This is an optimization exercise on Yosys and OpenROAD, whose aim is small area, a short achievable clock period and few clock cycles per item, not a production implementation. RTL that was checked went through simulation tests only; none was proved equivalent to the original. Power is estimated from default activity; no workload was simulated.

## madd_pipeline
module madd_pipeline #(parameter data_width = 16, parameter n_blocks = 256, parameter full_width = 2 * data_width + 8, parameter n_channels = 16)
	(
		input wire clk,
		input wire reset,
		input wire enable,
		input  wire in_valid,
		output wire in_ready,
		output wire out_valid,
		input  wire out_ready,
		input  wire [$clog2(n_blocks) - 1 : 0] block_in,
		output wire [$clog2(n_blocks) - 1 : 0] block_out,
		input wire [4:0] shift,
		input wire shift_disable,
		input wire signedness,
		input wire saturate_disable,
		input wire signed [data_width - 1 : 0] arg_a_in,
		input wire signed [data_width - 1 : 0] arg_b_in,
		input wire signed [data_width - 1 : 0] arg_c_in,
		output wire signed [full_width - 1 : 0] result_out,
		input  wire [ch_addr_w - 1 : 0] dest_in,
		output wire [ch_addr_w - 1 : 0] dest_out,
		input  wire [4 - 1 : 0] commit_id_in,
		output wire [4 - 1 : 0] commit_id_out,
		input wire commit_flag_in,
		output wire commit_flag_out
	);
Size: about 110 flip-flops, roughly 140 I/O pins, about 0.017 mm2 of cells after synthesis.
==> flow/config.mk <==
export PLATFORM = sky130hd
export DESIGN_NAME = madd_pipeline
export DESIGN_NICKNAME = madd_pipeline
export VERILOG_FILES = /design/flow/design.v
export SDC_FILE = /design/flow/constraint.sdc
export NUM_CORES = 4
export LEC_CHECK = 0
export ABC_AREA = 1
export CAP_MARGIN = 20
export CORE_MARGIN = 2
export CORE_UTILIZATION = 40
export SETUP_SLACK_MARGIN = 2.0
export SLEW_MARGIN = 20
==> flow/constraint.sdc <==
create_clock -name core_clock -period 7.5 [get_ports {clk}]
set_input_delay 1.5000 -clock core_clock [delete_from_list [all_inputs] [get_ports {clk}]]
set_output_delay 1.5000 -clock core_clock [all_outputs]
set_load 0.01 [all_outputs]
run.sh (not shown) runs the stock make flow with config.mk's settings and CLKGATE_MAP_FILE= SYNTH_SCRIPT=/design/flow/synth_recipe.tcl, a recipe that flattens the netlist after the stock synthesis.
Edit:
Settings changed: SETUP_SLACK_MARGIN 2.0 to 3.0.
=>
- The new run finished clean
- sequential power rises by a few percent
- die area stays the same
- first-iteration DRC count rose by well over a third
- global-route usage climbs by 2.7 points
- wire length came out higher by roughly a tenth
- sequential share of layout area fell by 2.6 points
- worst hold slack hardly moves
Edit:
Settings changed: SETUP_SLACK_MARGIN 3.0 to 1.0.
After rerunning: Global-route usage shrinks by 3.0 points; clock power grows by 12%; routed wire length shrinks by 15%; utilization shrinks by 12 points; non-clock buffer count shrinks by 210; count of clock-buffer cells in the layout grows by 1; synthesized cell count does not change; critical path depth grows by 2; power shrinks by 17%; fmax shrinks by 14%; design area shrinks by 21%.
Edit:
==> flow/flow/run.sh (new file) <==
#!/bin/bash
# Own layout flow: the standard flow (standard.sh, unchanged synthesis),
# with the port buffers that buffer_ports inserts made plain sky130 buffers
# (buffer_ports otherwise picks clkdlybuf4s50_1, a slow 10 um2 delay cell).
# The full output of the flow goes to flow_standard.log in this folder.
set -euo pipefail
cd "$(dirname "$0")/.."
EXTRA=()
if [[ -f flow/extra.mk ]]; then
  while IFS= read -r line; do
    [[ -z "$line" || "$line" == \#* ]] && continue
    EXTRA+=("$line")
  done < flow/extra.mk
fi
bash standard.sh "BUFFER_PORTS_ARGS=-buffer_cell sky130_fd_sc_hd__buf_2" ${EXTRA[@]+"${EXTRA[@]}"} finish > flow_standard.log 2>&1
==> flow/standard.sh (new file) <==
#!/bin/bash
# synth_recipe.tcl (not shown) runs the flow's synth.tcl, then flattens the netlist and writes it again
# the make line also repeats each setting of config.mk as NAME=value (left out here)
make -C /OpenROAD-flow-scripts/flow DESIGN_CONFIG=/design/flow/config.mk WORK_HOME=/design/flow/orfs CLKGATE_MAP_FILE= SYNTH_SCRIPT=/design/flow/synth_recipe.tcl "${@:-finish}"
Settings changed: SETUP_SLACK_MARGIN 1.0 to 2.0.
removed: flow/run.sh
Cell area goes down by 1.3%.
Core utilization goes down by 0.61 points.
Worst setup slack is better by 0.78 ns.
Clock-buffer cell count goes down by 1.
Via count goes up by 0.70%.
Non-clock buffer count goes up by 2.
Global-route usage goes down by 0.52 points.
No functional check of the RTL was part of any run of this note.


madd_pipeline, a different RTL version from the one above (not shown whole).
Size: about 2200 cells after synthesis, roughly 100 flip-flops, about 140 I/O pins, ~16000 um2 of cells after synthesis.
export LEC_CHECK = 0
export ABC_AREA = 1
export CAP_MARGIN = 20
export CORE_MARGIN = 2
export CORE_UTILIZATION = 40
export CTS_BUF_LIST = sky130_fd_sc_hd__clkbuf_4 sky130_fd_sc_hd__clkbuf_8
export SETUP_SLACK_MARGIN = 2.0
export SLEW_MARGIN = 20
create_clock -name core_clock -period 7.5 [get_ports {clk}]
standard.sh (not shown) runs the stock make flow with config.mk's settings and CLKGATE_MAP_FILE= SYNTH_SCRIPT=/design/flow/synth_recipe.tcl, a recipe that flattens the netlist after the stock synthesis.
==> flow/flow/run.sh <==
#!/bin/bash
# Own layout flow: the standard flow (standard.sh) with a few extra ORFS
# make variables, read one per line from flow/extra.mk. By default the port
# buffers that buffer_ports inserts are plain buf_2 cells (buffer_ports
# otherwise picks clkdlybuf4s50_1, a slow 10 um2 delay cell).
# The full output of the flow goes to flow_standard.log in this folder; each
# ORFS step keeps its own log under orfs/logs/.
set -euo pipefail
cd "$(dirname "$0")/.."
EXTRA=()
PORTBUF="BUFFER_PORTS_ARGS=-buffer_cell sky130_fd_sc_hd__buf_2"
if [[ -f flow/extra.mk ]]; then
  while IFS= read -r line; do
    [[ -z "$line" || "$line" == \#* ]] && continue
    if [[ "$line" == BUFFER_PORTS_ARGS=* ]]; then PORTBUF="$line"; continue; fi
    EXTRA+=("$line")
  done < flow/extra.mk
fi
bash standard.sh "$PORTBUF" ${EXTRA[@]+"${EXTRA[@]}"} finish > flow_standard.log 2>&1
Testbench counts at the start, summed over its fixed seeds: cycles 24,008, items 24,000.
Edit:
==> flow/flow/run.sh (replaced) <==
#!/bin/bash
# Own layout flow: the standard flow (standard.sh, unchanged synthesis),
# with the port buffers that buffer_ports inserts made plain sky130 buffers
# (buffer_ports otherwise picks clkdlybuf4s50_1, a slow 10 um2 delay cell).
# The full output of the flow goes to flow_standard.log in this folder.
set -euo pipefail
cd "$(dirname "$0")/.."
EXTRA=()
if [[ -f flow/extra.mk ]]; then
  while IFS= read -r line; do
    [[ -z "$line" || "$line" == \#* ]] && continue
    EXTRA+=("$line")
  done < flow/extra.mk
fi
bash standard.sh "BUFFER_PORTS_ARGS=-buffer_cell sky130_fd_sc_hd__buf_2" ${EXTRA[@]+"${EXTRA[@]}"} finish > flow_standard.log 2>&1
==> flow/flow/extra.mk (new file) <==
SYNTH_ARGS=-noabc
- CTS_BUF_LIST: sky130_fd_sc_hd__clkbuf_4 sky130_fd_sc_hd__clkbuf_8 -> default
What happened:
- routed wire length drops by 3.1%
- worst setup slack gets worse by 48 ps
- register-to-register slack stays flat
Edit:
removed: flow/flow/extra.mk
Effect: The new run passed the timing, design-rule and antenna checks; maximum frequency climbs by 3.0%; area after synthesis grows by 3.1%; final area came out higher by 0.82%; first-iteration DRC count goes up by 15%; flip-flop and latch count is unchanged; register-to-register slack stays flat; global-route usage goes up by 0.69 points; synthesized cell count came out higher by 9.4%; combinational power goes down by about 3%.
Edit:
- CORE_UTILIZATION: 40 -> 60
=>
- flip-flop and latch count stays the same
- maximum frequency went down by 1.8%
- hold slack improved by 5.0 ps
- sequential power hardly moves
- clock skew went up by 12 ps
- via count rose by 3.7%
- core utilization is higher by 22 points
- total power is lower by 2.1%
- count of clock-buffer cells in the layout stays the same
- routed wire length decreases by 2.6%
- area after synthesis is unchanged


Setup of run A:
Another version of the RTL of madd_pipeline (not shown whole).
==> flow/config.mk <==
export PLATFORM = sky130hd
export DESIGN_NAME = madd_pipeline
export DESIGN_NICKNAME = madd_pipeline
export VERILOG_FILES = /design/flow/design.v
export SDC_FILE = /design/flow/constraint.sdc
export NUM_CORES = 4
export LEC_CHECK = 0
export ABC_AREA = 1
export CAP_MARGIN = 20
export CORE_MARGIN = 2
export CORE_UTILIZATION = 40
export SETUP_SLACK_MARGIN = 1.8
export SLEW_MARGIN = 20
==> flow/constraint.sdc <==
create_clock -name core_clock -period 7.5 [get_ports {clk}]
set_input_delay 1.5000 -clock core_clock [delete_from_list [all_inputs] [get_ports {clk}]]
set_output_delay 1.5000 -clock core_clock [all_outputs]
set_load 0.01 [all_outputs]
==> flow/flow/run.sh <==
#!/bin/bash
# Own layout flow: the standard flow (standard.sh) with a few extra ORFS
# make variables, read one per line from flow/extra.mk. By default the port
# buffers that buffer_ports inserts are plain buf_2 cells (buffer_ports
# otherwise picks clkdlybuf4s50_1, a slow 10 um2 delay cell).
# The full output of the flow goes to flow_standard.log in this folder; each
# ORFS step keeps its own log under orfs/logs/.
set -euo pipefail
cd "$(dirname "$0")/.."
EXTRA=()
PORTBUF="BUFFER_PORTS_ARGS=-buffer_cell sky130_fd_sc_hd__buf_2"
if [[ -f flow/extra.mk ]]; then
  while IFS= read -r line; do
    [[ -z "$line" || "$line" == \#* ]] && continue
    if [[ "$line" == BUFFER_PORTS_ARGS=* ]]; then PORTBUF="$line"; continue; fi
    EXTRA+=("$line")
  done < flow/extra.mk
fi
bash standard.sh "$PORTBUF" ${EXTRA[@]+"${EXTRA[@]}"} finish > flow_standard.log 2>&1
Testbench counts of run A, summed over its fixed seeds: cycles 24,008, items 24,000.
#### Input delta (run B over run A)
Settings: a change of SETUP_SLACK_MARGIN from 1.8 to 2.0; an added PLACE_DENSITY of 0.75; a change of CORE_UTILIZATION from 40 to 55.
[summary]
Cell count after placement went down by a few percent going from run A to run B. Power density of the placed cells on run B is up relative to run A. Startpoint of the most critical setup path = arg_a_in[4]: run B; startpoint of the most critical setup path = arg_b_in[15]: run A. In run B, final design instance area without fill is higher than in run A. Sort run B and run A by filler cell count in the final layout asc -> top: run B. Run B — post-CTS repair timing setup buffer count 5 higher, run A as reference. The sequential share of cell area of run A and that of run B are within noise of each other. Summary of the comparison: worst slack on hold paths is higher in run B, relative to run A.
What run C does differently from run B at the input level:
Settings: a deleted PLACE_DENSITY that had been 0.75; a change of SETUP_SLACK_MARGIN from 2.0 to 2.3; a change of CORE_UTILIZATION from 55 to 40.
No stage failed in run C, and the final checks on the layout all came back clean. In run C, the die area came out 37% above the value in run B. Per the comparison of run C with run B, overall power went up 9.7%, final non-filler cell total went up, routability-driven placement congestion ratio now sits lower, number of detailed-routing iterations run before antenna repair decreased by 1 relative to the old numbers. Higher clock network power was reported by run B, not run C. Clock share of power in run C is 1.8 points below run B. Of run C and run B, the run reporting the lower placed standard-cell area was run B. Compared with run B, run C shows wire length higher by 3700 um. Run C ended up with a higher floorplan die width than run B did. Run C vs run B on summed area of non-filler cells in the final layout: run C is the higher one.
> inputs changed (run C -> run D)
Settings: changing SETUP_SLACK_MARGIN from 2.3 to 2.0.
==> flow/flow/extra.mk (new file) <==
SYNTH_ARGS=-noabc
==> run summary <==
The count of clock-net buffers in the final layout in run D sits 1 above the value recorded for run C. On worst-case hold slack, run C tracks run D almost exactly. Total power shrinks by a little under 10% when moving from run C to run D. Looking only at first-pass GRT wire length, and setting everything else aside, the lower value of run D and run C goes to run D.

[static timing again, ports no longer ideal]
The results above use ideal ports. As a check the final layouts listed here were re-extracted and re-timed, cells and wires unchanged.
Step 1 sets driving cells, clkbuf_16 on the clock port and buf_2 on the other inputs (assumed; they add their load-dependent delay and slew).
Step 2 adds t to the input delays and takes it off the output delays; t is the mean of the earliest and latest rising clock arrival at the registers after step 1. Input paths then give back, and output paths get back, about the clock's delay inside the block.
a / b / c = ideal / step 1 / step 2; a / b = the first two.
run | t, ns | setup WS [ns] | worst slew at a driven data input, ns | pins driven straight from the clock port
the first run of note 1 | 0.430 | 2.055 / 2.055 / 1.656 | 0.05 | 1
the second run of note 1 | 0.405 | 2.228 / 2.183 / 2.248 | 0.06 | 1
the third run of note 1 | 0.431 | 1.394 / 1.340 / 1.155 | 0.05 | 1
the fourth run of note 1 | 0.421 | 2.171 / 2.158 / 1.778 | 0.07 | 1
the first run of note 2 | 0.439 | 2.121 / 2.080 / 1.705 | 0.04 | 1
the second run of note 2 | 0.411 | 2.073 / 2.024 / 1.735 | 0.05 | 1
the third run of note 2 | 0.411 | 2.230 / 2.194 / 1.836 | 0.04 | 1
the fourth run of note 2 | 0.400 | 2.132 / 2.162 / 1.762 | 0.04 | 1
run A | 0.400 | 1.946 / 1.963 / 1.563 | 0.04 | 1
run B | 0.399 | 2.075 / 2.104 / 1.705 | 0.07 | 1
run C | 0.405 | 2.302 / 2.298 / 1.893 | 0.08 | 1
run D | 0.394 | 2.161 / 2.179 / 1.786 | 0.07 | 1
After both steps every run listed still meets setup and hold. For the first run of note 2, which loses most, drivers alone change the setup slack by -0.041 ns; drivers and shift together by -0.416 ns.
